Background: an optimization exercise with open tools, aiming at small area, a short achievable clock period and few clock cycles per item. Do not read the settings as production practice. At most, simulation tests tie the RTL to the original design; equivalence was not proved. Only the layout flow was run in run 7; the RTL was not checked for function there.

### flow/constraint.sdc
create_clock -name core_clock -period 90.0 [get_ports {clk}]
set_input_delay 18.0000 -clock core_clock [delete_from_list [all_inputs] [get_ports {clk}]]
set_output_delay 18.0000 -clock core_clock [all_outputs]
set_load 0.01 [all_outputs]
### flow/config.mk
export PLATFORM = sky130hd
export DESIGN_NAME = sdiv_op
export DESIGN_NICKNAME = sdiv_op
export VERILOG_FILES = /design/flow/design.v
export SDC_FILE = /design/flow/constraint.sdc
export NUM_CORES = 4
export LEC_CHECK = 0
export CAP_MARGIN = 20
export CORE_MARGIN = 2
export CORE_UTILIZATION = 55
export CTS_CLUSTER_DIAMETER = 100
export CTS_CLUSTER_SIZE = 20
export SLEW_MARGIN = 20
### flow/flow/run.sh
#!/bin/bash
# The standard layout, except that the port buffers are buf_2 cells
# rather than the cell buffer_ports picks by default (clkdlybuf4s50_1).
set -euo pipefail
export BUFFER_PORTS_ARGS="-buffer_cell sky130_fd_sc_hd__buf_2"
bash standard.sh > standard_make.log 2>&1
### flow/design.v
module joinC #(parameter N = 2)(
	input [N - 1 : 0] valid_in,
	output reg  [N - 1 : 0] ready_in,
	output valid_out,
	input ready_out
);
	assign valid_out = &valid_in; 
	reg[N - 1 : 0] singleValid;
	integer i, j;
	always @(*)begin
		for(i = 0; i < N; i = i + 1)begin
			singleValid[i] = 1;
			for(j = 0; j < N; j = j + 1)
				if(i != j)
					singleValid[i] = singleValid[i] & valid_in[j];
		end
		for(i = 0; i < N; i = i + 1)begin
			ready_in[i] = singleValid[i] & ready_out;
		end
	end
endmodule
module OEHB #(parameter INPUTS = 2,
		parameter OUTPUTS = 1,
		parameter DATA_IN_SIZE = 32,
		parameter DATA_OUT_SIZE = 32)
	(
		input clk,
		input rst,
		input [INPUTS * (DATA_IN_SIZE)- 1 : 0]data_in_bus,
		input [INPUTS - 1 : 0]valid_in_bus,
		output [INPUTS - 1 : 0] ready_in_bus,
		output [OUTPUTS * (DATA_OUT_SIZE) - 1 : 0]data_out_bus,
		output reg [OUTPUTS - 1 : 0]valid_out_bus,
		input 	[OUTPUTS - 1 : 0] ready_out_bus
);
	wire reg_en;
	reg [DATA_IN_SIZE - 1 : 0] data_reg;
	always@(posedge clk, posedge rst)
		if(rst)
			valid_out_bus[0] <= 0;
		else
			valid_out_bus[0] <= valid_in_bus[0] | ~ready_in_bus[0];
	always@(posedge clk, posedge rst)
		if(rst)
			data_reg <= 0;
		else if(reg_en)
			data_reg <= data_in_bus[0 * DATA_IN_SIZE +: DATA_IN_SIZE];
	assign data_out_bus[0 * DATA_OUT_SIZE +: DATA_OUT_SIZE] = data_reg;
	assign ready_in_bus[0] = ~valid_out_bus[0] | ready_out_bus[0];
	assign reg_en = ready_in_bus[0] & valid_in_bus[0];
endmodule
module sdiv_op #(parameter INPUTS = 2,
		parameter OUTPUTS = 1,
		parameter DATA_IN_SIZE = 32,
		parameter DATA_OUT_SIZE = 32)
		(
		input clk,
		input rst,
		input [INPUTS * (DATA_IN_SIZE)- 1 : 0]data_in_bus,
		input [INPUTS - 1 : 0]valid_in_bus,
		output [INPUTS - 1 : 0] ready_in_bus,
		output [OUTPUTS * (DATA_OUT_SIZE) - 1 : 0]data_out_bus,
		output [OUTPUTS - 1 : 0]valid_out_bus,
		input [OUTPUTS - 1 : 0] ready_out_bus
);
	localparam K    = 4;                  
	localparam K1   = 3;                  
	localparam NC   = 1 + (31 - K1 + K - 1) / K;   
	localparam CW   = (NC > 8) ? 4 : (NC > 4) ? 3 : (NC > 2) ? 2 : 1;
	localparam DW   = K1 + (NC - 1) * K;  
	function [5:0] clz;
		input [31:0] x;
		integer i;
		begin
			clz = 6'd32;
			for (i = 0; i < 32; i = i + 1)
				if (x[i]) clz = 6'd31 - i;
		end
	endfunction
	function [32:0] add32;
		input [31:0] x, y;
		input        cin;
		reg [31:0] g, p, G, P;
		reg [32:0] cy;
		integer i, l, w;
		begin
			g = x & y;
			p = x ^ y;
			G = g;
			P = p;
			for (l = 0; l < 5; l = l + 1) begin
				w = 1 << l;
				for (i = 31; i >= 0; i = i - 1)
					if (i % (2 * w) == 2 * w - 1) begin
						G[i] = G[i] | (P[i] & G[i - w]);
						P[i] = P[i] & P[i - w];
					end
			end
			for (l = 3; l >= 0; l = l - 1) begin
				w = 1 << l;
				for (i = 31; i >= 0; i = i - 1)
					if (i >= 3 * w - 1 && i % (2 * w) == w - 1) begin
						G[i] = G[i] | (P[i] & G[i - w]);
						P[i] = P[i] & P[i - w];
					end
			end
			cy[0] = cin;
			for (i = 0; i < 32; i = i + 1)
				cy[i + 1] = G[i] | (P[i] & cin);
			add32 = {cy[32], p ^ cy[31:0]};
		end
	endfunction
	reg        sa, sb;
	reg [30:0] ma, mb;
	reg f0, f1;           
	reg rdy0, rdy1;       
	reg          busy;
	reg          fin;     
	reg [CW-1:0] cnt;     
	reg [31:0]   rem;     
	reg [DW-1:0] dq;      
	reg [31:0]   dvs;     
	reg          dsn;     
	reg          neg;     
	reg [31:0] qout;
	reg        qvalid;
	assign ready_in_bus  = {rdy1, rdy0};
	assign data_out_bus  = qout;
	assign valid_out_bus = qvalid;
	wire start    = ~busy & f0 & f1;
	wire [31:0] ax   = {1'b0, ma};            
	wire [31:0] bx   = {1'b0, mb};            
	wire [31:0] amag = ax + sa;
	wire [32:0] adif = {1'b0, amag} + {1'b0, ~bx} + {32'd0, ~sb};    
	wire        sgn1 = (sa ^ sb) & adif[32];
	wire [31:0] dvd  = sgn1 ? adif[31:0] : amag;
	wire        apow = sa & ~|(ma[30:1] & ~ma[29:0]);    
	wire [6:0]  nb   = {1'b0, clz(bx)} - {1'b0, clz(ax)} + {6'd0, apow} + 7'd1;
	reg [CW-1:0] c1;      
	reg [30:0]   rem0;
	reg [DW-1:0] dq0;
	integer c;
	always @(*) begin
		c1 = NC - 1;
		for (c = NC - 1; c >= 1; c = c - 1)
			if (nb[6] || nb <= K1 + (c - 1) * K)        
				c1 = c - 1;
		rem0 = 31'd0;
		dq0  = {DW{1'b0}};
		for (c = 0; c < NC; c = c + 1)
			if (c1 == c) begin
				rem0 = dvd >> (K1 + c * K);
				dq0  = dvd << (DW - K1 - c * K);
			end
	end
	reg [31:0]   w;
	reg [DW-1:0] d;
	reg [31:0]   bv;
	reg          bs;
	reg          op;
	reg [32:0]   sum;
	integer j;
	always @(*) begin
		w  = rem;
		d  = dq;
		bv = dvs;
		bs = dsn;
		for (j = 0; j < K; j = j + 1) begin
			if (j == K - K1 && !busy) begin
				w  = {1'b0, rem0};
				d  = dq0;
				bv = bx;
				bs = sb;
			end
			op  = ~w[31];
			sum = add32({w[30:0], d[DW-1]}, bv ^ {32{op}}, op ^ bs);
			w   = sum[31:0];
			d   = {d[DW-2:0], ~w[31]};
		end
	end
	wire        last = busy ? ((cnt == 0) | fin) : (c1 == 0);
	wire        sgn  = busy ? neg : sgn1;
	wire [30:0] qf   = (busy & fin) ? dq[30:0] : d[30:0];    
	wire [31:0] res  = {1'b0, qf} ^ {32{sgn}};
	wire take    = start | busy;                   
	wire hold_o  = qvalid & ~ready_out_bus[0];     
	wire busy_n  = (take & ~last) | (take & last & hold_o);
	wire f0_n    = (~f0 | start) ? valid_in_bus[0] : f0;    
	wire f1_n    = (~f1 | start) ? valid_in_bus[1] : f1;
	always @(posedge clk, posedge rst)
		if (rst) begin
			f0 <= 1'b0; f1 <= 1'b0;
			busy <= 1'b0;
			qvalid <= 1'b0;
		end else begin
			f0 <= f0_n; f1 <= f1_n;
			busy <= busy_n;
			qvalid <= hold_o | (take & last);
		end
	always @(posedge clk) begin
		rdy0 <= ~f0_n | (f1_n & ~busy_n);
		rdy1 <= ~f1_n | (f0_n & ~busy_n);
	end
	always @(posedge clk) begin
		if (~f0 | start) begin                       
			sa <= data_in_bus[31];
			ma <= data_in_bus[30:0] ^ {31{data_in_bus[31]}};
		end
		if (~f1 | start) begin                       
			sb <= data_in_bus[63];
			mb <= data_in_bus[62:32] ^ {31{data_in_bus[63]}};
		end
		if (~hold_o) qout <= res;
		if (~busy) begin
			dvs <= bx;
			dsn <= sb;
			neg <= sgn1;
		end
		rem <= w;
		if (~(busy & fin)) dq <= d;
		fin <= last;
		if (start | busy) cnt <= busy ? cnt - 1'b1 : c1 - 1'b1;
	end
endmodule
### flow/standard.sh
#!/bin/bash
# synth_recipe.tcl (not shown) runs the flow's synth.tcl, then flattens the netlist and writes it again
# the make line also repeats each setting of config.mk as NAME=value (left out here)
make -C /OpenROAD-flow-scripts/flow DESIGN_CONFIG=/design/flow/config.mk WORK_HOME=/design/flow/orfs CLKGATE_MAP_FILE= SYNTH_SCRIPT=/design/flow/synth_recipe.tcl "${@:-finish}"
==> metrics.md, run 1 <==
| Metric | Value |
|---|---|
| WP data required | `72.00 ns` |
| Number of I/O port buffers | `103` |
| Post-cts sizing count | `0` |
| Rel. slew slack | `17.5%` |
| Synth Flop Type | `dfxtp_1` |
| Netlist cell types | `81` |
| Share of the synthesized area in the top cell type | `15.2%` |
| Fin cells | `2826` |
| Die area | `37000 um^2` |
| Layout cells sized above 1 | `8.69%` |
| Fmax | `52.5 MHz` |
| Met2 usage | `52.7%` |
| Slowest-stage cell, CP | `edfxtp_1` |
| Detailed Routing Iterations Pass 1 | `6` |
| Complex-gate fraction of the synthesized area | `21.3%` |
| Final setup viols | `0` |
| Ys Warns | `1` |
| Mapped cell area | `19500 um^2` |
| Arrival @ worst endpoint | `1.05 ns` |
| CP max stage delay | `0.39 ns` |
| Number of routed nets with antenna violations | `0` |
| Antenna fix cells | `0` |
| Register area | `5080 um^2` |
| Gr ovfl total | `0` |
| Setup Crit Path Kind | `flop to output port` |
| Post-DP HPWL | `47.2 mm` |
| Clock Pin Slew Worst Setup and Hold Paths | `0.08 ns` |
| Hold Startpoint | `cnt[0]` |
| Tmin final | `19.05 ns` |
| Max FO, Critical Path | `1` |
| Core ar. | `34700 um^2` |
| Die Ht | `192 um` |
| Worst R2R Start | `ma[0]` |
| CTS buffer count | `14` |
| Setup TNS | `0 ns` |
| Chip width | `192 um` |
| Post-Synth XOR/XNOR Area | `17.3%` |
| CP endpoint kind | `output port` |
| Gr busiest metal | `met2` |
| Starting Density | `56.2%` |
| Post-CTS setup buffers | `0` |
| # fillers | `3173` |
| Count leader, synth | `xnor2_1` |
| Slew @ Worst Pin | `1.20 ns` |
| Hold Buf Count CTS | `0` |
| Adder-Cell Fraction of Synth Area | `11.9%` |
| Clk sinks | `203` |
| Final hold vios | `0` |
| Core Rows | `68` |
| Synthesized area per cell | `8.48 um^2` |
| Area delta synth->final | `7.90%` |
| Startpoint types | `flop` |
| First-pass GRT wire length | `93.8 mm` |
| Wire per inst | `21.4 um` |
| Vias in the first global route | `16900` |
| Cells after Synth | `2300` |
| Clock insertion delay at the later pin of the skew report | `0.51 ns` |
| Synth top area cells | `edfxtp_1 15%, ha_1 11%, xnor2_1 11%, dfxtp_1 10%, xor2_1 6.2%` |
| CP bufs+invs | `1` |
| Leading area contributor after synthesis | `edfxtp_1` |
| Largest net degree at the start of global routing | `46` |
| Final Wtd Congestion | `0.988` |
| Synth async-reset ratio | `1.97%` |
| Status | `finished clean` |
| Fin area | `21000 um^2` |
| Fin crit share | `21.2%` |
| Vias per Instance | `6.22` |
| Largest family of logic cells by synthesized area | `compound AO/OA/AOI/OAI gates` |
| DR iter-0 viols | `1622` |
| Area after DPL | `20500 um^2` |
| Finished Core Util | `60.6%` |
| Crit. Startpoint | `qout[11]` |
| Number of synthesized register bits | `203` |
| Max clock buf depth | `3` |
| CP Cell Sequence | `buf_2` |
| Clk_skew | `0.0165 ns` |
| Cell count after placement | `2800` |
| Simple-gate share of the synthesized area | `14.2%` |
| Hold crit path type | `flop to flop` |
| CTS tree | `done` |
| Antenna violations before repair | `1` |
| Gr usage total | `32.6%` |
| Fin. max-slew vios | `0` |
| I/O pin cnt | `104` |
| EDFF count, synth | `99` |
| RSZ-0062 raised after global routing | `false` |
| Via count | `17600` |
| DRC | `0` |
| Mapped Nets | `2550` |
| Final nets | `2613` |
| Max Cap Viol | `0` |
| Total wire length | `60.5 mm` |
| Mux contribution to synthesized area | `4.60%` |
| CTS HTree Levels | `1` |
| Area of the multi-input gates | `13600 um^2` |
| Cell class contributing the biggest share of worst-path delay | `flip-flops` |
| Sequential share of the synthesized area | `26.0%` |
| Root Buffer | `clkbuf_16` |
| Commonest cells post-synth | `241 x xnor2_1, 173 x ha_1, 166 x a21oi_1, 162 x nor2_1, 148 x inv_1` |
| Met3 GRT Util | `5.24%` |
| M1 GR Usage | `44.1%` |
worst register-to-register path: cells and delay by family (launching register included):
kind | cells | cell delay (ns)
buf+inv | 3 | 1.18
flops | 1 | 0.44
compound gates | 30 | 10.99
xor+xnor | 5 | 0.98
fa+ha+maj | 6 | 1.72
simple gates | 14 | 3.40
registers in the layout, summed over array words and instances (netlist names):
| name | cells |
|---|---|
| f0 | 1 |
| dvs | 32 |
| dq | 31 |
| neg | 1 |
| fin | 1 |
| rem | 32 |
| ma | 31 |
| busy | 1 |
| mb | 31 |
| rdy1 | 1 |
| cnt | 3 |
| dsn | 1 |
| sa | 1 |
| sb | 1 |
| qvalid | 1 |
| rdy0 | 1 |
| qout | 32 |
| f1 | 1 |
stage by stage:
step	worst slack (ns)	hold slack [ns]
4_1_cts	70.94	0.581
3_3_place_gp	70.90	0.555
5_1_grt	70.11	0.594
3_5_place_dp	70.85	0.561
6_report	70.95	0.582
2_1_floorplan	70.71	0.486
layout by cell type (no fill, tap or decap), types with 16 or more instances in the layout:
cell type | Yosys | routed
xnor2_1 | 241 | 241
ha_1 | 173 | 173
a21oi_1 | 166 | 165
nor2_1 | 162 | 161
inv_1 | 148 | 148
nand2_1 | 146 | 145
xor2_1 | 139 | 139
o21ai_0 | 114 | 113
buf_2 | 8 | 103
edfxtp_1 | 99 | 99
dfxtp_1 | 100 | 99
mux2i_1 | 69 | 69
nor3_1 | 58 | 58
a21o_1 | 56 | 56
nand3_1 | 52 | 52
nand4_1 | 33 | 33
buf_4 | 2 | 32
o22ai_1 | 27 | 27
o21a_1 | 27 | 27
nor2b_1 | 20 | 20
and3_1 | 19 | 19
a31oi_1 | 19 | 19
o21bai_1 | 19 | 19
a211oi_1 | 18 | 18
a221oi_1 | 17 | 17
mux2_2 | 17 | 17
clkbuf_16 | 0 | 17
nor4_1 | 16 | 16
nand2b_1 | 16 | 16
and2_1 | 16 | 16
final timing paths:
check,depth (start not counted),end,slack [ns]
max,1,data_out_bus[11],70.95
min,1,cnt[0],0.58
max reg2reg,58,qout[0],71.01
min reg2reg,1,cnt[0],0.58
max in group asynchronous,2,busy,72.47
min in group asynchronous,2,qvalid,17.36
cell families (layout without fill, tap and decap cells):
kind of cell / Yosys count / after routing
fa+ha+maj: 181 / 181
buf+inv: 239 / 310
mux: 87 / 87
flops: 203 / 203
compound gates: 628 / 628
xor+xnor: 382 / 382
simple gates: 580 / 580
metal layers:
layer / wire length, um / share of wire (%)
met5: 0 / 0
met1: 26500 / 44
met4: 2360 / 3.9
met3: 4670 / 7.7
met2: 27000 / 45
cell type report:
type                    instances  area share, %
multi-input cells            1858           64.4
repair buffers                137           3.85
inverters                     149           2.66
clock inverters                 2         0.0535
flip-flops and latches        203           24.1
well taps                     455           2.71
clock buffers                  22           2.16
Testbench counts, summed over its fixed seeds: cycles 5,387, items 2,400.
==> inputs of run 2 (changes only) <==
--- a/flow/config.mk
+++ b/flow/config.mk
@@ -8,5 +8,5 @@
 export CAP_MARGIN = 20
 export CORE_MARGIN = 2
-export CORE_UTILIZATION = 55
+export CORE_UTILIZATION = 40
 export CTS_CLUSTER_DIAMETER = 100
 export CTS_CLUSTER_SIZE = 20
==> metrics.md, run 2 <==
| Metric | Value |
|---|---|
| Number of routed nets with antenna violations | `0` |
| Tmin final | `19.07 ns` |
| Core ar. | `47900 um^2` |
| Detailed Routing Iterations Pass 1 | `6` |
| Area delta synth->final | `9.43%` |
| Final hold vios | `0` |
| Netlist cell types | `81` |
| Largest regs | `dvs (32), qout (32), rem (32)` |
| Startpoint types | `flop` |
| Status | `finished clean` |
| Clock Pin Slew Worst Setup and Hold Paths | `0.09 ns` |
| Starting Density | `40.7%` |
| Final nets | `2622` |
| Hold path endpoint | `dq[2]` |
| Gr ovfl total | `0` |
| EDFF count, synth | `99` |
| Synth Flop Type | `dfxtp_1` |
| Fin crit share | `21.2%` |
| Largest family of logic cells by synthesized area | `compound AO/OA/AOI/OAI gates` |
| Min Hold Slack | `0.537 ns` |
| Chip width | `225 um` |
| Slew @ Worst Pin | `1.10 ns` |
| CP Cell Sequence | `buf_2` |
| DRC | `0` |
| CTS HTree Levels | `1` |
| Ys Warns | `1` |
| Commonest non-fill, non-tap cell in the layout | `xnor2_1` |
| Die area | `50500 um^2` |
| Fmax | `52.4 MHz` |
| Worst R2R Start | `mb[0]` |
| Arrival @ worst endpoint | `1.07 ns` |
| Hold Startpoint | `dq[2]` |
| Layout cells sized above 1 | `9.32%` |
| Cell class contributing the biggest share of worst-path delay | `flip-flops` |
| CTS tree | `done` |
| Gr usage total | `24.1%` |
| Clk_skew | `0.0234 ns` |
| Cells after Synth | `2300` |
| Synth top area cells | `edfxtp_1 15%, ha_1 11%, xnor2_1 11%, dfxtp_1 10%, xor2_1 6.2%` |
| Antenna violations before repair | `0` |
| Core Rows | `80` |
| Worst r2r path cells | `71` |
| Clk sinks | `203` |
| Via count | `17700` |
| Post-cts sizing count | `0` |
| Vias in the first global route | `17000` |
| Adder-Cell Fraction of Synth Area | `11.9%` |
| Synthesized area per cell | `8.48 um^2` |
| Post-CTS setup buffers | `0` |
| WHS Path Cells | `1` |
| First-pass GRT wire length | `95.8 mm` |
| Wire per inst | `20.7 um` |
| Share of the synthesized area in the top cell type | `15.2%` |
| Die Ht | `225 um` |
| CTS buffer count | `17` |
| Number of I/O port buffers | `103` |
| WP data required | `72.00 ns` |
| Reg-to-Reg End | `qout[0]` |
| Final setup viols | `0` |
| Most frequent cells in the layout | `241 x xnor2_1, 173 x ha_1, 165 x a21oi_1` |
| Setup TNS | `0 ns` |
| Hold crit path type | `flop to flop` |
| Number of synthesized register bits | `203` |
| Antenna fix cells | `0` |
| Mux contribution to synthesized area | `4.60%` |
| RSZ-0062 raised after global routing | `false` |
| Simple-gate share of the synthesized area | `14.2%` |
| CP max stage delay | `0.38 ns` |
| Leading area contributor after synthesis | `edfxtp_1` |
| Fin. max-slew vios | `0` |
| # fillers | `4681` |
| Max clock buf depth | `3` |
| Sequential share of the synthesized area | `26.0%` |
| Rel. slew slack | `26.1%` |
| Root Buffer | `clkbuf_16` |
| Synth async-reset ratio | `1.97%` |
| DR iter-0 viols | `1486` |
| I/O pin cnt | `104` |
| Max Cap Viol | `0` |
| Post-DP HPWL | `48.3 mm` |
| Clock insertion delay at the later pin of the skew report | `0.54 ns` |
| Vias per Instance | `5.92` |
| Mapped cell area | `19500 um^2` |
| Final Wtd Congestion | `0.968` |
| Post-Synth XOR/XNOR Area | `17.3%` |
| Hold Buf Count CTS | `0` |
| Count leader, synth | `xnor2_1` |
| Commonest cells post-synth | `241 x xnor2_1, 173 x ha_1, 166 x a21oi_1, 162 x nor2_1, 148 x inv_1` |
| CP bufs+invs | `1` |
| Largest net degree at the start of global routing | `57` |
| Max FO, Critical Path | `1` |
| Total wire length | `61.9 mm` |
| Complex-gate fraction of the synthesized area | `21.3%` |
| Setup Crit Path Kind | `flop to output port` |
| Slowest-stage cell, CP | `edfxtp_1` |
| CP endpoint kind | `output port` |
| Mapped Nets | `2550` |
| R2r setup slk | `71.92 ns` |
-- run 2: cell counts after synthesis --
Identical to the previous run, type by type.
-- run 2: layer usage --
metal	vias up	GRT usage, %	routed length (um)
met5	-	0	0
met4	0	9.25	2550
met3	141	4.05	4560
met2	683	39.5	27800
met1	8464	31.7	27000
li1	8457	-	-
-- run 2: cell families (layout without fill, tap and decap cells) --
family          count (synthesis)  after routing
buf+inv                       239            321
simple gates                  580            580
compound gates                628            628
xor+xnor                      382            382
flops                         203            203
mux                            87             87
fa+ha+maj                     181            181
-- run 2: how the worst max path moves through the flow --
stage	end	start	slack, ns	cells past startpoint
2_1_floorplan	rdy1	ready_out_bus[0]	70.71	3
3_3_place_gp	mb[15]	data_in_bus[63]	70.81	2
3_5_place_dp	mb[20]	data_in_bus[63]	70.76	2
4_1_cts	data_out_bus[26]	qout[26]	70.89	1
5_1_grt	qout[0]	mb[0]	70.71	71
6_report	data_out_bus[26]	qout[26]	70.93	1
-- run 2: per-stage QoR --
| stage | cells | cell area, um^2 | util [%] | worst slack, ns |
|---|---|---|---|---|
| after global placement | 2967 | 20800 | 43.3 | 70.81 |
| after floorplan | 2300 | 19500 | - | 70.71 |
| final | 2997 | 21300 | 44.5 | 70.93 |
| after CTS | 2997 | 21300 | 44.5 | 70.89 |
| after detailed placement | 2968 | 20800 | 43.4 | 70.76 |
| after global routing | 2997 | 21300 | 44.5 | 70.71 |
-- run 2: final cells by class --
class / count / area (um^2) / share of cell area (%)
clock buffer: 19 / 433 / 2.03
tap: 615 / 769 / 3.61
timing repair buffer: 143 / 836 / 3.92
clock inverter: 10 / 101 / 0.475
inverter: 149 / 559 / 2.62
sequential: 203 / 5080 / 23.8
multi-input combinational: 1858 / 13600 / 63.5
==> inputs of run 3 (changes only) <==
--- a/flow/config.mk
+++ b/flow/config.mk
@@ -9,5 +9,5 @@
 export CORE_MARGIN = 2
 export CORE_UTILIZATION = 40
-export CTS_CLUSTER_DIAMETER = 100
-export CTS_CLUSTER_SIZE = 20
+export CTS_CLUSTER_DIAMETER = 120
+export CTS_CLUSTER_SIZE = 24
 export SLEW_MARGIN = 20
==> metrics.md, run 3 <==
| Metric | Value |
|---|---|
| Finished Core Util | `44.2%` |
| Detailed Routing Iterations Pass 1 | `6` |
| Core ar. | `47900 um^2` |
| Reg-to-Reg End | `qout[0]` |
| Synth async-reset ratio | `1.97%` |
| R2r setup slk | `71.84 ns` |
| WP data required | `72.00 ns` |
| Share of the synthesized area in the top cell type | `15.2%` |
| Die Ht | `225 um` |
| Final nets | `2618` |
| Status | `finished clean` |
| Cell class contributing the biggest share of worst-path delay | `flip-flops` |
| Fin. max-slew vios | `0` |
| CTS buffer count | `13` |
| CP bufs+invs | `1` |
| Wire per inst | `20.6 um` |
| Max FO, Critical Path | `1` |
| Root Buffer | `clkbuf_16` |
| CTS tree | `done` |
| Starting Density | `40.7%` |
| Commonest cells post-synth | `241 x xnor2_1, 173 x ha_1, 166 x a21oi_1, 162 x nor2_1, 148 x inv_1` |
| Antenna violations before repair | `0` |
| Count leader, synth | `xnor2_1` |
| Synth Flop Type | `dfxtp_1` |
| Commonest non-fill, non-tap cell in the layout | `xnor2_1` |
| Top Metal Used | `met4` |
| Fin area | `21200 um^2` |
| Chip width | `225 um` |
| Leading area contributor after synthesis | `edfxtp_1` |
| Critical Path End | `data_out_bus[26]` |
| Dpl ws | `70.76 ns` |
| Setup ws final | `70.95 ns` |
| Die area | `50500 um^2` |
| DR iter-0 viols | `1625` |
| Rel. slew slack | `25.8%` |
| RSZ-0062 raised after global routing | `false` |
| Met2 routed WL | `27.8 mm` |
| Worst r2r path cells | `71` |
| CTS HTree Levels | `1` |
| Post-cts sizing count | `0` |
| Final setup viols | `0` |
| Cells after Synth | `2300` |
| Startpoint types | `flop` |
| Largest regs | `dvs (32), qout (32), rem (32)` |
| Final Wtd Congestion | `0.968` |
| Max clock buf depth | `3` |
| Fmax | `52.5 MHz` |
| Number of routed nets with antenna violations | `0` |
| Fin cells | `2989` |
| Post-DP HPWL | `48.3 mm` |
| Gr usage total | `24.0%` |
| Vias in the first global route | `17000` |
| Crit. Startpoint | `qout[26]` |
| Fin crit share | `21.2%` |
| DRC | `0` |
| Number of synthesized register bits | `203` |
| Cell count after placement | `2968` |
| Mapped cell area | `19500 um^2` |
| Tmin final | `19.05 ns` |
| Synth top area cells | `edfxtp_1 15%, ha_1 11%, xnor2_1 11%, dfxtp_1 10%, xor2_1 6.2%` |
| EDFF count, synth | `99` |
| Hold Buf Count CTS | `0` |
| Vias per Instance | `5.90` |
| Worst R2R Start | `mb[0]` |
| Core Rows | `80` |
| Synthesized area per cell | `8.48 um^2` |
| Gr ovfl total | `0` |
| Antenna fix cells | `0` |
| Via count | `17600` |
| First-pass GRT wire length | `95.5 mm` |
| Clock Pin Slew Worst Setup and Hold Paths | `0.10 ns` |
| CP max stage delay | `0.39 ns` |
| Sequential share of the synthesized area | `26.0%` |
| Setup Crit Path Kind | `flop to output port` |
| Post-CTS setup buffers | `0` |
| WP depth | `1` |
| Netlist cell types | `81` |
| Met1 WL | `27.3 mm` |
| Slew @ Worst Pin | `1.11 ns` |
| Arrival @ worst endpoint | `1.05 ns` |
| Largest net degree at the start of global routing | `57` |
| Routed wire length on met3 | `4.22 mm` |
| I/O pin cnt | `104` |
| Clk_skew | `0.0218 ns` |
| Area delta synth->final | `8.68%` |
| CP Cell Sequence | `buf_2` |
| Number of I/O port buffers | `103` |
| Most frequent cells in the layout | `241 x xnor2_1, 173 x ha_1, 165 x a21oi_1` |
| Mapped Nets | `2550` |
| Clk sinks | `203` |
| Ys Warns | `1` |
| Total wire length | `61.7 mm` |
| Area after DPL | `20800 um^2` |
| Max Cap Viol | `0` |
| CP endpoint kind | `output port` |
| Slowest-stage cell, CP | `edfxtp_1` |
| Hold crit path type | `flop to flop` |
| Setup TNS | `0 ns` |
| Clock insertion delay at the later pin of the skew report | `0.52 ns` |
| Final hold vios | `0` |
| Layout cells sized above 1 | `8.93%` |
## run 3: worst min-delay path by stage
stage               startpoint     to  depth (start not counted)  slack (ns)
finish                   dq[2]  dq[2]                          1        0.54
global route             dq[2]  dq[2]                          1        0.56
CTS                      dq[2]  dq[2]                          1        0.54
detailed placement       dq[2]  dq[2]                          1        0.52
global placement         dq[2]  dq[2]                          1        0.53
floorplan                dq[1]  dq[1]                          1        0.49
## run 3: cell type report
| type | instances | area (um^2) |
|---|---|---|
| Fill cell | 4702 | 26800 |
| Clock inverter | 4 | 47.5 |
| Inverter | 149 | 559 |
| Tap cell | 615 | 769 |
| Timing Repair Buffer | 143 | 836 |
| Sequential cell | 203 | 5080 |
| Clock buffer | 17 | 340 |
| Multi-Input combinational cell | 1858 | 13600 |
## run 3: kinds of logic (layout without fill, tap and decap cells)
kind of cell	Yosys count	after routing	synth area share, %
AOI/OAI and AO/OA	628	628	21.3
xor gates and xnor gates	382	382	17.3
adders and majority gates	181	181	11.9
buffers and inverters	239	313	4.69
DFF	203	203	26.0
muxes	87	87	4.60
and+or+nand+nor	580	580	14.2
## run 3: through the flow
step	hold WS, ns
after floorplan	0.486
after global placement	0.526
after detailed placement	0.522
after CTS	0.544
after global routing	0.560
final	0.543
## run 3: routing by layer
| layer | vias to the layer above | GRT usage, % |
|---|---|---|
| li1 | 8428 | - |
| met1 | 8463 | 31.6 |
| met2 | 641 | 39.6 |
| met3 | 111 | 3.83 |
| met4 | 0 | 8.91 |
| met5 | - | 0 |
==> inputs of run 4 (changes only) <==
--- a/flow/design.v
+++ b/flow/design.v
@@ -151,7 +151,8 @@
 			if (c1 == c) begin
 				rem0 = dvd >> (K1 + c * K);
-				dq0  = dvd << (DW - K1 - c * K);
-			end
-	end
+				dq0  = (dvd << (DW - K1 - c * K)) | ({DW{sgn1}} >> (K1 + c * K));
+			end
+	end
+	wire        sgn  = busy ? neg : sgn1;    
 	reg [31:0]   w;
 	reg [DW-1:0] d;
@@ -176,11 +177,10 @@
 			sum = add32({w[30:0], d[DW-1]}, bv ^ {32{op}}, op ^ bs);
 			w   = sum[31:0];
-			d   = {d[DW-2:0], ~w[31]};
+			d   = {d[DW-2:0], ~w[31] ^ sgn};    
 		end
 	end
 	wire        last = busy ? ((cnt == 0) | fin) : (c1 == 0);
-	wire        sgn  = busy ? neg : sgn1;
 	wire [30:0] qf   = (busy & fin) ? dq[30:0] : d[30:0];    
-	wire [31:0] res  = {1'b0, qf} ^ {32{sgn}};
+	wire [31:0] res  = {sgn, qf};    
 	wire take    = start | busy;                   
 	wire hold_o  = qvalid & ~ready_out_bus[0];     
==> metrics.md, run 4 <==
| Metric | Value |
|---|---|
| Count leader, synth | `xnor2_1` |
| Arrival @ worst endpoint | `1.05 ns` |
| WP data required | `72.00 ns` |
| Wire per inst | `20.9 um` |
| Final setup viols | `0` |
| Root Buffer | `clkbuf_16` |
| Clock insertion delay at the later pin of the skew report | `0.51 ns` |
| CTS HTree Levels | `1` |
| Rel. slew slack | `11.5%` |
| Die Ht | `223 um` |
| Starting Density | `40.3%` |
| Setup Crit Path Kind | `flop to output port` |
| Cell count after placement | `2918` |
| Worst R2R Start | `mb[2]` |
| Min Hold Slack | `0.520 ns` |
| Finished Core Util | `43.4%` |
| Final Wtd Congestion | `0.943` |
| Fin. max-slew vios | `0` |
| Clock Pin Slew Worst Setup and Hold Paths | `0.11 ns` |
| Post-cts sizing count | `0` |
| RSZ-0062 raised after global routing | `false` |
| Fmax | `52.5 MHz` |
| Vias per Instance | `5.86` |
| Mapped cell area | `19200 um^2` |
| Chip width | `223 um` |
| Ys Warns | `1` |
| Cell class contributing the biggest share of worst-path delay | `flip-flops` |
| Synth Flop Type | `dfxtp_1` |
| Area delta synth->final | `7.73%` |
| DRC | `0` |
| First-pass GRT wire length | `94.8 mm` |
| Core ar. | `47500 um^2` |
| Hold Startpoint | `dq[0]` |
| DR iter-0 viols | `1496` |
| Leading area contributor after synthesis | `edfxtp_1` |
| Total wire length | `61.4 mm` |
| Synth async-reset ratio | `1.97%` |
| Mapped Nets | `2538` |
| Synthesized area per cell | `8.38 um^2` |
| Fin crit share | `21.2%` |
| Slowest-stage cell, CP | `edfxtp_1` |
| Slew @ Worst Pin | `1.32 ns` |
| Number of synthesized register bits | `203` |
| Most frequent cells in the layout | `244 x xnor2_1, 193 x a21oi_1, 173 x ha_1` |
| Number of routed nets with antenna violations | `0` |
| Synth top area cells | `edfxtp_1 16%, ha_1 11%, xnor2_1 11%, dfxtp_1 10%, xor2_1 5.4%` |
| Hold crit path type | `flop to flop` |
| Share of the synthesized area in the top cell type | `15.5%` |
| Fin cells | `2940` |
| Max clock buf depth | `3` |
| Post-DP HPWL | `48.1 mm` |
| Setup TNS | `0 ns` |
| Sequential share of the synthesized area | `26.5%` |
| Cells after Synth | `2288` |
| Final hold vios | `0` |
| CP bufs+invs | `1` |
| CTS buffer count | `13` |
| Hold Buf Count CTS | `0` |
| Tmin final | `19.05 ns` |
| Crit. Startpoint | `qout[31]` |
| Max Cap Viol | `0` |
| # fillers | `4693` |
| Commonest non-fill, non-tap cell in the layout | `xnor2_1` |
| Largest regs | `dvs (32), qout (32), rem (32)` |
| EDFF count, synth | `99` |
| Layout cells sized above 1 | `7.87%` |
| Post-CTS setup buffers | `0` |
| Netlist cell types | `78` |
| CTS tree | `done` |
| Antenna violations before repair | `1` |
| Commonest cells post-synth | `244 x xnor2_1, 193 x a21oi_1, 173 x ha_1, 166 x nor2_1, 152 x o21ai_0` |
| Antenna fix cells | `0` |
| CP endpoint kind | `output port` |
| Clk_skew | `0.0294 ns` |
| Detailed Routing Iterations Pass 1 | `9` |
| Status | `finished clean` |
| I/O pin cnt | `104` |
| Number of I/O port buffers | `103` |
| Die area | `49700 um^2` |
| Via count | `17200` |
| Vias in the first global route | `16500` |
| Final nets | `2569` |
| CP max stage delay | `0.39 ns` |
| Max FO, Critical Path | `1` |
| Core Rows | `80` |
| Gr ovfl total | `0` |
| Clk sinks | `203` |
| Largest net degree at the start of global routing | `48` |
| Gr usage total | `24.2%` |
| Startpoint types | `flop` |
| CP Cell Sequence | `buf_2` |
[run 4: cell count changes after synthesis, sizes merged, moves of 13 or more]
cell,previous run,this run
o21ai,125,165
a21oi,166,193
a22o,15,1
nand3,52,36
clkbuf,61,85
xor2,140,120
nor3,58,45
[run 4: final timing paths]
check | depth (start not counted) | slack, ns | to
min in group asynchronous | 2 | 17.35 | busy
min reg2reg | 2 | 0.52 | dq[0]
max in group asynchronous | 2 | 72.48 | busy
max | 1 | 70.95 | data_out_bus[31]
max reg2reg | 71 | 71.28 | qout[0]
min | 2 | 0.52 | dq[0]
[run 4: layer usage]
metal / up-vias / wire [um] / track usage, %
met4: 2 / 1450 / 5.80
met3: 89 / 4360 / 3.15
met5: - / 13 / 0
li1: 8253 / - / -
met2: 719 / 27300 / 39.0
met1: 8161 / 28300 / 34.4
[run 4: area by class of cell]
| cell class | instances | area, um^2 | share of cell area (%) |
|---|---|---|---|
| Timing Repair Buffer | 124 | 693 | 3.36 |
| Inverter | 142 | 533 | 2.58 |
| Clock inverter | 3 | 43.8 | 0.212 |
| Multi-Input combinational cell | 1835 | 13200 | 63.9 |
| Sequential cell | 203 | 5080 | 24.6 |
| Tap cell | 615 | 769 | 3.73 |
| Clock buffer | 18 | 344 | 1.67 |
[run 4: stage by stage]
step,worst slack (ns),instance area [um^2]
after floorplan,70.71,19200
after global placement,70.93,20200
after detailed placement,70.86,20200
after CTS,70.92,20600
after global routing,70.55,20700
final,70.95,20700
[run 4: kinds of logic after synthesis]
group                    after synthesis  synth area share (%)
adder cells (fa/ha/maj)              181                  12.1
multiplexers                          81                  4.31
AND/OR/NAND/NOR                      559                  13.9
AO/OA/AOI/OAI                        648                  21.3
XOR/XNOR                             366                  16.9
buffers and inverters                250                  4.97
flip-flops                           203                  26.5
Testbench counts of run 4, summed over its fixed seeds: cycles 5,387, items 2,400.
==> inputs of run 5 (changes only) <==
--- a/flow/design.v
+++ b/flow/design.v
@@ -131,6 +131,13 @@
 	wire [31:0] ax   = {1'b0, ma};            
 	wire [31:0] bx   = {1'b0, mb};            
-	wire [31:0] amag = ax + sa;
-	wire [32:0] adif = {1'b0, amag} + {1'b0, ~bx} + {32'd0, ~sb};    
+	reg  [31:0] aone;                         
+	integer t;
+	always @(*) begin
+		aone[0] = 1'b1;
+		for (t = 1; t < 32; t = t + 1)
+			aone[t] = &(ax | ~((32'd1 << t) - 32'd1));
+	end
+	wire [31:0] amag = ax ^ (aone & {32{sa}});
+	wire [32:0] adif = add32(amag, ~bx, ~sb);    
 	wire        sgn1 = (sa ^ sb) & adif[32];
 	wire [31:0] dvd  = sgn1 ? adif[31:0] : amag;
==> metrics.md, run 5 <==
| Metric | Value |
|---|---|
| Mapped cell area | `19100 um^2` |
| Largest net degree at the start of global routing | `98` |
| Final setup viols | `0` |
| Die area | `49400 um^2` |
| Detailed Routing Iterations Pass 1 | `6` |
| Via count | `17000` |
| Startpoint types | `flop` |
| Commonest cells post-synth | `246 x xnor2_1, 202 x a21oi_1, 174 x ha_1, 160 x nor2_1, 144 x inv_1` |
| Final nets | `2548` |
| Area after DPL | `20300 um^2` |
| Cell class contributing the biggest share of worst-path delay | `flip-flops` |
| Largest regs | `dvs (32), qout (32), rem (32)` |
| Setup Crit Path Kind | `flop to output port` |
| Slowest-stage cell, CP | `edfxtp_1` |
| Die Ht | `222 um` |
| Share of the synthesized area in the top cell type | `15.6%` |
| Vias per Instance | `5.84` |
| WP data required | `72.00 ns` |
| Total wire length | `58.8 mm` |
| Final Wtd Congestion | `0.961` |
| Fin. max-slew vios | `0` |
| Root Buffer | `clkbuf_16` |
| First-pass GRT wire length | `92.0 mm` |
| Gr ovfl total | `0` |
| EDFF count, synth | `99` |
| Starting Density | `40.7%` |
| Setup TNS | `0 ns` |
| Max Cap Viol | `0` |
| Antenna violations before repair | `0` |
| Area delta synth->final | `8.43%` |
| Synth async-reset ratio | `1.97%` |
| CP Cell Sequence | `buf_2` |
| CTS HTree Levels | `1` |
| Number of synthesized register bits | `203` |
| Wire per inst | `20.2 um` |
| Post-DP HPWL | `46.2 mm` |
| Fin crit share | `21.2%` |
| CP bufs+invs | `1` |
| Leading area contributor after synthesis | `edfxtp_1` |
| Synthesized area per cell | `8.50 um^2` |
| Clk sinks | `203` |
| DRC | `0` |
| Post-CTS setup buffers | `0` |
| Max FO, Critical Path | `1` |
| RSZ-0062 raised after global routing | `false` |
| Core Rows | `79` |
| Clk_skew | `0.0212 ns` |
| Ys Warns | `1` |
| Most frequent cells in the layout | `244 x xnor2_1, 202 x a21oi_1, 174 x ha_1` |
| Fin area | `20700 um^2` |
| Finished Core Util | `44.2%` |
| Count leader, synth | `xnor2_1` |
| Chip width | `222 um` |
| Final hold vios | `0` |
| Rel. slew slack | `16.1%` |
| Layout cells sized above 1 | `8.77%` |
| Cells after Synth | `2242` |
| Hold Buf Count CTS | `0` |
| Number of I/O port buffers | `103` |
| Vias in the first global route | `16500` |
| Clock insertion delay at the later pin of the skew report | `0.52 ns` |
| CTS buffer count | `12` |
| Synth Flop Type | `dfxtp_1` |
| CTS tree | `done` |
| Post-cts sizing count | `0` |
| CP endpoint kind | `output port` |
| Fmax | `52.5 MHz` |
| Synth top area cells | `edfxtp_1 16%, ha_1 11%, xnor2_1 11%, dfxtp_1 11%, a21oi_1 5.3%` |
| Core ar. | `46800 um^2` |
| CP max stage delay | `0.38 ns` |
| Max clock buf depth | `3` |
| Tmin final | `19.04 ns` |
| Sequential share of the synthesized area | `26.6%` |
| I/O pin cnt | `104` |
| Min Hold Slack | `0.521 ns` |
| Commonest non-fill, non-tap cell in the layout | `xnor2_1` |
| Netlist cell types | `79` |
| Arrival @ worst endpoint | `1.04 ns` |
| Hold crit path type | `flop to flop` |
| DR iter-0 viols | `1719` |
| Antenna fix cells | `0` |
| Clock Pin Slew Worst Setup and Hold Paths | `0.10 ns` |
| Slew @ Worst Pin | `1.22 ns` |
| Gr usage total | `23.4%` |
| Number of routed nets with antenna violations | `0` |
| Status | `finished clean` |
| Mapped Nets | `2492` |
[run 5: cell types whose count changed after synthesis, moves of 11 or more]
cell	delta
o21ai_0	-43
nand2b_1	-13
a21o_1	-23
a211oi_1	+21
clkbuf_1	-11
[run 5: worst reg2reg max path, delay by kind of cell (launching register included)]
kind	cells	cell delay (ns)
AOI/OAI and AO/OA	44	10.11
and+or+nand+nor	11	3.51
adders and majority gates	6	1.91
buffers and inverters	4	1.21
xor gates and xnor gates	5	0.73
DFF	1	0.57
muxes	1	0.26
[run 5: through the flow]
step / worst slack, ns / cells
2_1_floorplan: 70.71 / 2242
3_3_place_gp: 70.86 / 2890
3_5_place_dp: 70.81 / 2890
4_1_cts: 70.94 / 2910
5_1_grt: 70.35 / 2911
6_report: 70.96 / 2911
[run 5: final timing paths]
check | depth (start not counted) | to | slack (ns) | from
max | 1 | data_out_bus[13] | 70.96 | qout[13]
min | 2 | dq[1] | 0.52 | dq[1]
max reg2reg | 71 | qout[0] | 71.46 | mb[1]
min reg2reg | 2 | dq[1] | 0.52 | dq[1]
max in group asynchronous | 2 | busy | 72.46 | rst
min in group asynchronous | 2 | qvalid | 17.36 | rst
[run 5: layout make-up]
| cell class | instances | area (um^2) |
|---|---|---|
| clock buffers | 18 | 354 |
| clock inverters | 2 | 16.3 |
| fillers | 4554 | 26100 |
| inverters | 146 | 548 |
| multi-input cells | 1798 | 13100 |
| flip-flops and latches | 203 | 5080 |
| well taps | 607 | 759 |
| repair buffers | 137 | 803 |
[run 5: layer usage]
metal / vias up / share of wire, % / wire length [um] / track usage, %
met4: 0 / 5.2 / 3040 / 10.8
met3: 131 / 6.0 / 3540 / 3.25
met5: - / 0 / 0 / 0
met1: 8113 / 46 / 27000 / 31.9
li1: 8195 / - / - / -
met2: 566 / 43 / 25300 / 36.7
[run 5: cell families after synthesis]
kind of cell               share of synthesized area [%]
xor gates and xnor gates                            17.0
muxes                                               4.75
AOI/OAI and AO/OA                                   21.4
adders and majority gates                           12.2
and+or+nand+nor                                     13.2
buffers and inverters                               4.82
DFF                                                 26.6
Testbench counts of run 5, summed over its fixed seeds: cycles 5,387, items 2,400.
==> inputs of run 6 (changes only) <==
--- a/flow/design.v
+++ b/flow/design.v
@@ -193,6 +193,6 @@
 	wire hold_o  = qvalid & ~ready_out_bus[0];     
 	wire busy_n  = (take & ~last) | (take & last & hold_o);
-	wire f0_n    = (~f0 | start) ? valid_in_bus[0] : f0;    
-	wire f1_n    = (~f1 | start) ? valid_in_bus[1] : f1;
+	wire f0_n    = rdy0 ? valid_in_bus[0] : f0;
+	wire f1_n    = rdy1 ? valid_in_bus[1] : f1;
 	always @(posedge clk, posedge rst)
 		if (rst) begin
@@ -210,9 +210,9 @@
 	end
 	always @(posedge clk) begin
-		if (~f0 | start) begin                       
+		if (rdy0) begin
 			sa <= data_in_bus[31];
 			ma <= data_in_bus[30:0] ^ {31{data_in_bus[31]}};
 		end
-		if (~f1 | start) begin                       
+		if (rdy1) begin
 			sb <= data_in_bus[63];
 			mb <= data_in_bus[62:32] ^ {31{data_in_bus[63]}};
==> metrics.md, run 6 <==
| Metric | Value |
|---|---|
| First-pass GRT wire length | `92.3 mm` |
| Gr usage total | `23.7%` |
| Leading area contributor after synthesis | `edfxtp_1` |
| Fin cells | `2900` |
| Commonest cells post-synth | `237 x xnor2_1, 197 x a21oi_1, 173 x ha_1, 154 x nor2_1, 153 x inv_1` |
| Die Ht | `222 um` |
| Via count | `16800` |
| Core ar. | `46800 um^2` |
| Hold Buf Count CTS | `0` |
| Rel. slew slack | `20.9%` |
| Fin. max-slew vios | `0` |
| Number of I/O port buffers | `103` |
| Wire per inst | `20.5 um` |
| Max clock buf depth | `3` |
| Synth Flop Type | `dfxtp_1` |
| Arrival @ worst endpoint | `1.49 ns` |
| Clock insertion delay at the later pin of the skew report | `0.53 ns` |
| Number of synthesized register bits | `203` |
| Antenna fix cells | `0` |
| DRC | `0` |
| Ys Warns | `1` |
| Met1 WL | `27.5 mm` |
| Layout cells sized above 1 | `8.46%` |
| Cells after Synth | `2236` |
| EDFF count, synth | `99` |
| Fmax | `51.3 MHz` |
| Final hold vios | `0` |
| Setup ws final | `70.51 ns` |
| # fillers | `4646` |
| CP bufs+invs | `2` |
| Mapped cell area | `19000 um^2` |
| Register area | `5080 um^2` |
| Synth async-reset ratio | `1.97%` |
| Largest net degree at the start of global routing | `48` |
| WP data required | `72.00 ns` |
| Fin crit share | `21.7%` |
| Netlist cell types | `88` |
| Largest regs | `dvs (32), qout (32), rem (32)` |
| Clk sinks | `203` |
| Vias per Instance | `5.81` |
| Setup TNS | `0 ns` |
| Chip width | `222 um` |
| Post-cts sizing count | `0` |
| Max FO, Critical Path | `34` |
| Synth top area cells | `edfxtp_1 16%, ha_1 11%, xnor2_1 11%, dfxtp_1 11%, xor2_1 5.4%` |
| Area delta synth->final | `8.31%` |
| Setup Crit Path Kind | `flop to output port` |
| RSZ-0062 raised after global routing | `false` |
| Number of routed nets with antenna violations | `0` |
| I/O pin cnt | `104` |
| Synthesized area per cell | `8.51 um^2` |
| Dpl ws | `70.85 ns` |
| Post-CTS setup buffers | `0` |
| Final setup viols | `0` |
| Slew @ Worst Pin | `1.15 ns` |
| Commonest non-fill, non-tap cell in the layout | `xnor2_1` |
| Clk_skew | `0.0397 ns` |
| Total wire length | `59.3 mm` |
| Clock Pin Slew Worst Setup and Hold Paths | `0.10 ns` |
| Finished Core Util | `44.1%` |
| Cell count after placement | `2876` |
| Routed wire length on met3 | `3.93 mm` |
| Tmin final | `19.49 ns` |
| CTS HTree Levels | `1` |
| Slowest-stage cell, CP | `buf_4` |
| Hold crit path type | `flop to flop` |
| Antenna violations before repair | `0` |
| Startpoint types | `flop` |
| CP Cell Sequence | `buf_4, buf_2` |
| CP max stage delay | `0.38 ns` |
| Starting Density | `40.7%` |
| Mapped Nets | `2485` |
| Final Wtd Congestion | `0.961` |
| Core Rows | `79` |
| CTS tree | `done` |
| Final nets | `2534` |
| Post-DP HPWL | `46.7 mm` |
| Cell class contributing the biggest share of worst-path delay | `buffers and inverters` |
| Count leader, synth | `xnor2_1` |
| Met2 routed WL | `25.9 mm` |
| Most frequent cells in the layout | `237 x xnor2_1, 197 x a21oi_1, 173 x ha_1` |
| Die area | `49300 um^2` |
| Sequential share of the synthesized area | `26.7%` |
| Share of the synthesized area in the top cell type | `15.6%` |
| Area of the multi-input gates | `13000 um^2` |
| Root Buffer | `clkbuf_16` |
| DR iter-0 viols | `1414` |
| Vias in the first global route | `16200` |
| Top Metal Used | `met4` |
| CP endpoint kind | `output port` |
| Gr ovfl total | `0` |
| CTS buffer count | `14` |
| Status | `finished clean` |
| Max Cap Viol | `0` |
| Detailed Routing Iterations Pass 1 | `8` |
==> run 6: cell types whose count changed after synthesis, sizes merged, moves of 9 or more <==
cell    previous run  this run
o21ai            117       143
and3              13        28
a211oi            29        16
nand4             35        25
nor3              54        44
inv              144       153
o31ai             18         9
xnor2            247       238
==> run 6: metrics by stage <==
stage | instance area [um^2] | hold WS (ns)
global route | 20600 | 0.561
global placement | 20100 | 0.527
CTS | 20600 | 0.540
detailed placement | 20100 | 0.523
floorplan | 19000 | 0.476
finish | 20600 | 0.536
==> run 6: routing by layer <==
layer  vias to the layer above  global-route usage (%)
met3                       106                    3.10
met2                       671                    36.6
li1                       8141                       -
met1                      7930                    33.8
met4                         0                    8.22
met5                         -                       0
==> run 6: layout make-up <==
type / count / area share (%)
clock inverter: 4 / 0.316
inverter: 153 / 2.79
timing repair buffer: 130 / 3.49
clock buffer: 20 / 1.91
sequential: 203 / 24.7
tap: 607 / 3.69
multi-input combinational: 1783 / 63.2
==> run 6: worst reg2reg max path, delay by kind of cell (launching register included) <==
family	cells	cell delay, ns
AO/OA/AOI/OAI	39	7.99
buffers and inverters	5	1.38
adder cells (fa/ha/maj)	7	2.17
AND/OR/NAND/NOR	17	5.33
flip-flops	1	0.58
XOR/XNOR	5	1.29
==> run 6: final timing paths <==
| check | slack (ns) | start | cells past startpoint | endpoint |
|---|---|---|---|---|
| hold / removal | 0.54 | dq[0] | 2 | dq[0] |
| max in group asynchronous | 72.51 | rst | 2 | busy |
| hold reg to reg | 0.54 | dq[0] | 2 | dq[0] |
| setup reg to reg | 71.04 | mb[2] | 73 | qout[0] |
| min in group asynchronous | 17.33 | rst | 2 | f1 |
| setup / recovery | 70.51 | rdy1 | 2 | ready_in_bus[1] |
==> run 6: logic make-up (layout without fill, tap and decap cells) <==
logic type                 after synthesis  count (layout)  share of synthesized area [%]
adders and majority gates              180             180                           12.1
AOI/OAI and AO/OA                      635             635                           21.6
xor gates and xnor gates               359             359                           16.8
buffers and inverters                  250             307                           5.12
DFF                                    203             203                           26.7
muxes                                   84              84                           4.49
and+or+nand+nor                        525             525                           13.3
Testbench counts of run 6, summed over its fixed seeds: cycles 5,387, items 2,400.
==> inputs of run 7 (changes only) <==
--- a/flow/design.v
+++ b/flow/design.v
@@ -140,6 +140,8 @@
 	wire [31:0] amag = ax ^ (aone & {32{sa}});
 	wire [32:0] adif = add32(amag, ~bx, ~sb);    
-	wire        sgn1 = (sa ^ sb) & adif[32];
-	wire [31:0] dvd  = sgn1 ? adif[31:0] : amag;
+	wire        dsg  = sa ^ sb;
+	wire        sgn1 = dsg & adif[32];
+	wire        zq   = dsg & ~adif[32];      
+	wire [31:0] dvd  = dsg ? adif[31:0] : amag;
 	wire        apow = sa & ~|(ma[30:1] & ~ma[29:0]);    
 	wire [6:0]  nb   = {1'b0, clz(bx)} - {1'b0, clz(ax)} + {6'd0, apow} + 7'd1;
@@ -188,5 +190,6 @@
 	end
 	wire        last = busy ? ((cnt == 0) | fin) : (c1 == 0);
-	wire [30:0] qf   = (busy & fin) ? dq[30:0] : d[30:0];    
+	wire [30:0] df   = d[30:0] & {31{busy | ~zq}};
+	wire [30:0] qf   = (busy & fin) ? dq[30:0] : df;       
 	wire [31:0] res  = {sgn, qf};    
 	wire take    = start | busy;                   
@@ -225,5 +228,5 @@
 		end
 		rem <= w;
-		if (~(busy & fin)) dq <= d;
+		if (~(busy & fin)) dq <= df;    
 		fin <= last;
 		if (start | busy) cnt <= busy ? cnt - 1'b1 : c1 - 1'b1;
==> metrics.md, run 7 <==
| Metric | Value |
|---|---|
| Vias per Instance | `5.83` |
| CTS buffer count | `13` |
| Max FO, Critical Path | `34` |
| Dpl ws | `70.79 ns` |
| Slew @ Worst Pin | `1.21 ns` |
| Slowest-stage cell, CP | `dfxtp_2` |
| Number of synthesized register bits | `203` |
| Gr usage total | `23.9%` |
| Tmin final | `19.72 ns` |
| Via count | `17400` |
| Fmax | `50.7 MHz` |
| Antenna fix cells | `0` |
| Arrival @ worst endpoint | `1.72 ns` |
| Setup Crit Path Kind | `flop to output port` |
| Mapped Nets | `2567` |
| Met3 GRT Util | `3.53%` |
| EDFF count, synth | `99` |
| Clk sinks | `203` |
| Detailed Routing Iterations Pass 1 | `6` |
| Root Buffer | `clkbuf_16` |
| Layout cells sized above 1 | `9.01%` |
| WP data required | `72.00 ns` |
| Cells after Synth | `2317` |
| Core Rows | `80` |
| Setup ws final | `70.28 ns` |
| Commonest non-fill, non-tap cell in the layout | `xnor2_1` |
| Post-CTS setup buffers | `0` |
| Max Cap Viol | `0` |
| Status | `finished clean` |
| Gr ovfl total | `0` |
| Sequential share of the synthesized area | `26.1%` |
| Antenna violations before repair | `0` |
| CP endpoint kind | `output port` |
| Clock Pin Slew Worst Setup and Hold Paths | `0.10 ns` |
| Share of the synthesized area in the top cell type | `15.3%` |
| Final hold vios | `0` |
| Largest net degree at the start of global routing | `66` |
| Number of routed nets with antenna violations | `0` |
| Clock insertion delay at the later pin of the skew report | `0.52 ns` |
| CP bufs+invs | `1` |
| Leading area contributor after synthesis | `edfxtp_1` |
| Gr busiest metal | `met2` |
| DRC | `0` |
| CP max stage delay | `0.91 ns` |
| Synth Flop Type | `dfxtp_1` |
| Final Wtd Congestion | `0.941` |
| Die area | `50300 um^2` |
| CTS HTree Levels | `1` |
| Most frequent cells in the layout | `237 x xnor2_1, 180 x a21oi_1, 174 x ha_1` |
| CP Cell Sequence | `buf_2` |
| Post-DP HPWL | `47.8 mm` |
| Count leader, synth | `xnor2_1` |
| Netlist cell types | `92` |
| Hold crit path type | `flop to flop` |
| Clk_skew | `0.0294 ns` |
| Cell class contributing the biggest share of worst-path delay | `flip-flops` |
| I/O pin cnt | `104` |
| RSZ-0062 raised after global routing | `false` |
| Die Ht | `224 um` |
| Hold Buf Count CTS | `0` |
| Post-cts sizing count | `0` |
| Setup TNS | `0 ns` |
| Commonest cells post-synth | `238 x xnor2_1, 181 x a21oi_1, 174 x ha_1, 160 x nand2_1, 160 x nor2_1` |
| Final nets | `2608` |
| CTS tree | `done` |
| Synth top area cells | `edfxtp_1 15%, ha_1 11%, xnor2_1 11%, dfxtp_1 10%, xor2_1 5.3%` |
| Chip width | `224 um` |
| Number of I/O port buffers | `103` |
| Fin crit share | `21.9%` |
| First-pass GRT wire length | `95.0 mm` |
| Area delta synth->final | `8.20%` |
| Final setup viols | `0` |
| Rel. slew slack | `19.1%` |
| Synthesized area per cell | `8.38 um^2` |
| DR iter-0 viols | `1526` |
| Mapped cell area | `19400 um^2` |
| M1 GR Usage | `32.3%` |
| Synth async-reset ratio | `1.97%` |
| Startpoint types | `flop` |
| Max clock buf depth | `3` |
| Starting Density | `40.6%` |
| Met2 usage | `39.2%` |
| Wire per inst | `20.4 um` |
| Largest regs | `dvs (32), qout (32), rem (32)` |
| Fin. max-slew vios | `0` |
| Core ar. | `47800 um^2` |
| Total wire length | `60.8 mm` |
| Vias in the first global route | `16800` |
| Ys Warns | `1` |
==> run 7: cell count changes in the layout (fill, tap and decap cells not counted), moves of 13 or more <==
cell	delta
a22o_1	+13
nand2_1	+23
a21oi_1	-17
mux2_2	+15
nor3_1	+14
mux2i_1	-24
==> run 7: path summary, 6_finish.rpt <==
| kind | slack, ns | depth (start not counted) | end | startpoint |
|---|---|---|---|---|
| max | 70.28 | 1 | ready_in_bus[1] | rdy1 |
| min | 0.53 | 2 | dq[24] | dq[24] |
| max reg2reg | 71.50 | 76 | qout[0] | mb[1] |
| min reg2reg | 0.53 | 2 | dq[24] | dq[24] |
| max in group asynchronous | 72.49 | 2 | busy | rst |
| min in group asynchronous | 17.34 | 2 | qvalid | rst |
==> run 7: routing by layer <==
layer,share of wire (%),vias to the layer above
li1,-,8402
met2,45,607
met5,0,-
met1,44,8229
met4,3.7,0
met3,6.7,121
==> run 7: logic make-up after synthesis <==
group                    synth area share [%]
multiplexers                             4.00
AO/OA/AOI/OAI                            21.5
flip-flops                               26.1
AND/OR/NAND/NOR                          14.7
adder cells (fa/ha/maj)                  11.9
buffers and inverters                    5.14
XOR/XNOR                                 16.5
==> run 7: worst register-to-register path: cells and delay by family, from the launching register on <==
family                   cells  cell delay [ns]
buffers and inverters        3             0.71
adder cells (fa/ha/maj)      7             2.25
AND/OR/NAND/NOR              8             1.89
flip-flops                   1             0.72
multiplexers                 1             0.25
XOR/XNOR                     6             1.63
AO/OA/AOI/OAI               51            10.82
==> run 7: area by class of cell <==
cell class	instances	area, um^2
tap	615	769
clock inverter	2	36.3
fill	4811	26800
clock buffer	19	369
timing repair buffer	138	778
inverter	150	563
sequential	203	5080
multi-input combinational	1852	13400
==> run 7: stage by stage <==
step | area [um^2] | std cells | util [%] | hold WS, ns
6_report | 21000 | 2979 | 43.9 | 0.528
5_1_grt | 21000 | 2979 | 43.9 | 0.550
4_1_cts | 21000 | 2979 | 43.9 | 0.526
3_5_place_dp | 20600 | 2958 | 43.1 | 0.506
3_3_place_gp | 20600 | 2957 | 43.1 | 0.505
2_1_floorplan | 19400 | 2317 | - | 0.459

-- separate check: timing with driven ports --
No port has a modelled driver above. Below, the same layouts with a new extraction and two added sets of constraints. Step 1: set_driving_cell puts a clkbuf_16 on clk and a buf_2 on each other input, an assumption about the parent block. Step 2 also shifts input and output timing later by t, the mid clock arrival at the registers, as if the neighbouring blocks saw the same clock. a / b / c = no drivers / after step 1 / after step 2; a / b = the first two.
| run | t, ns | slack for setup (ns) | worst setup path after step 2 | cell pins on the clock port's net |
|---|---|---|---|---|
| run 1 | 0.558 | 70.954 / 70.898 / 70.846 | input to register | 1 |
| run 2 | 0.586 | 70.929 / 70.874 / 70.756 | input to register | 1 |
| run 3 | 0.564 | 70.951 / 70.897 / 70.777 | input to register | 1 |
| run 4 | 0.555 | 70.951 / 70.890 / 70.869 | input to register | 1 |
| run 5 | 0.554 | 70.962 / 70.913 / 70.820 | input to register | 1 |
| run 6 | 0.570 | 70.507 / 70.449 / 70.879 | input to register | 1 |
| run 7 | 0.555 | 70.275 / 70.225 / 70.780 | register to output | 1 |
After both steps every run listed still meets setup and hold. For run 3, which loses most, drivers alone change the setup slack by -0.054 ns; drivers and shift together by -0.174 ns.
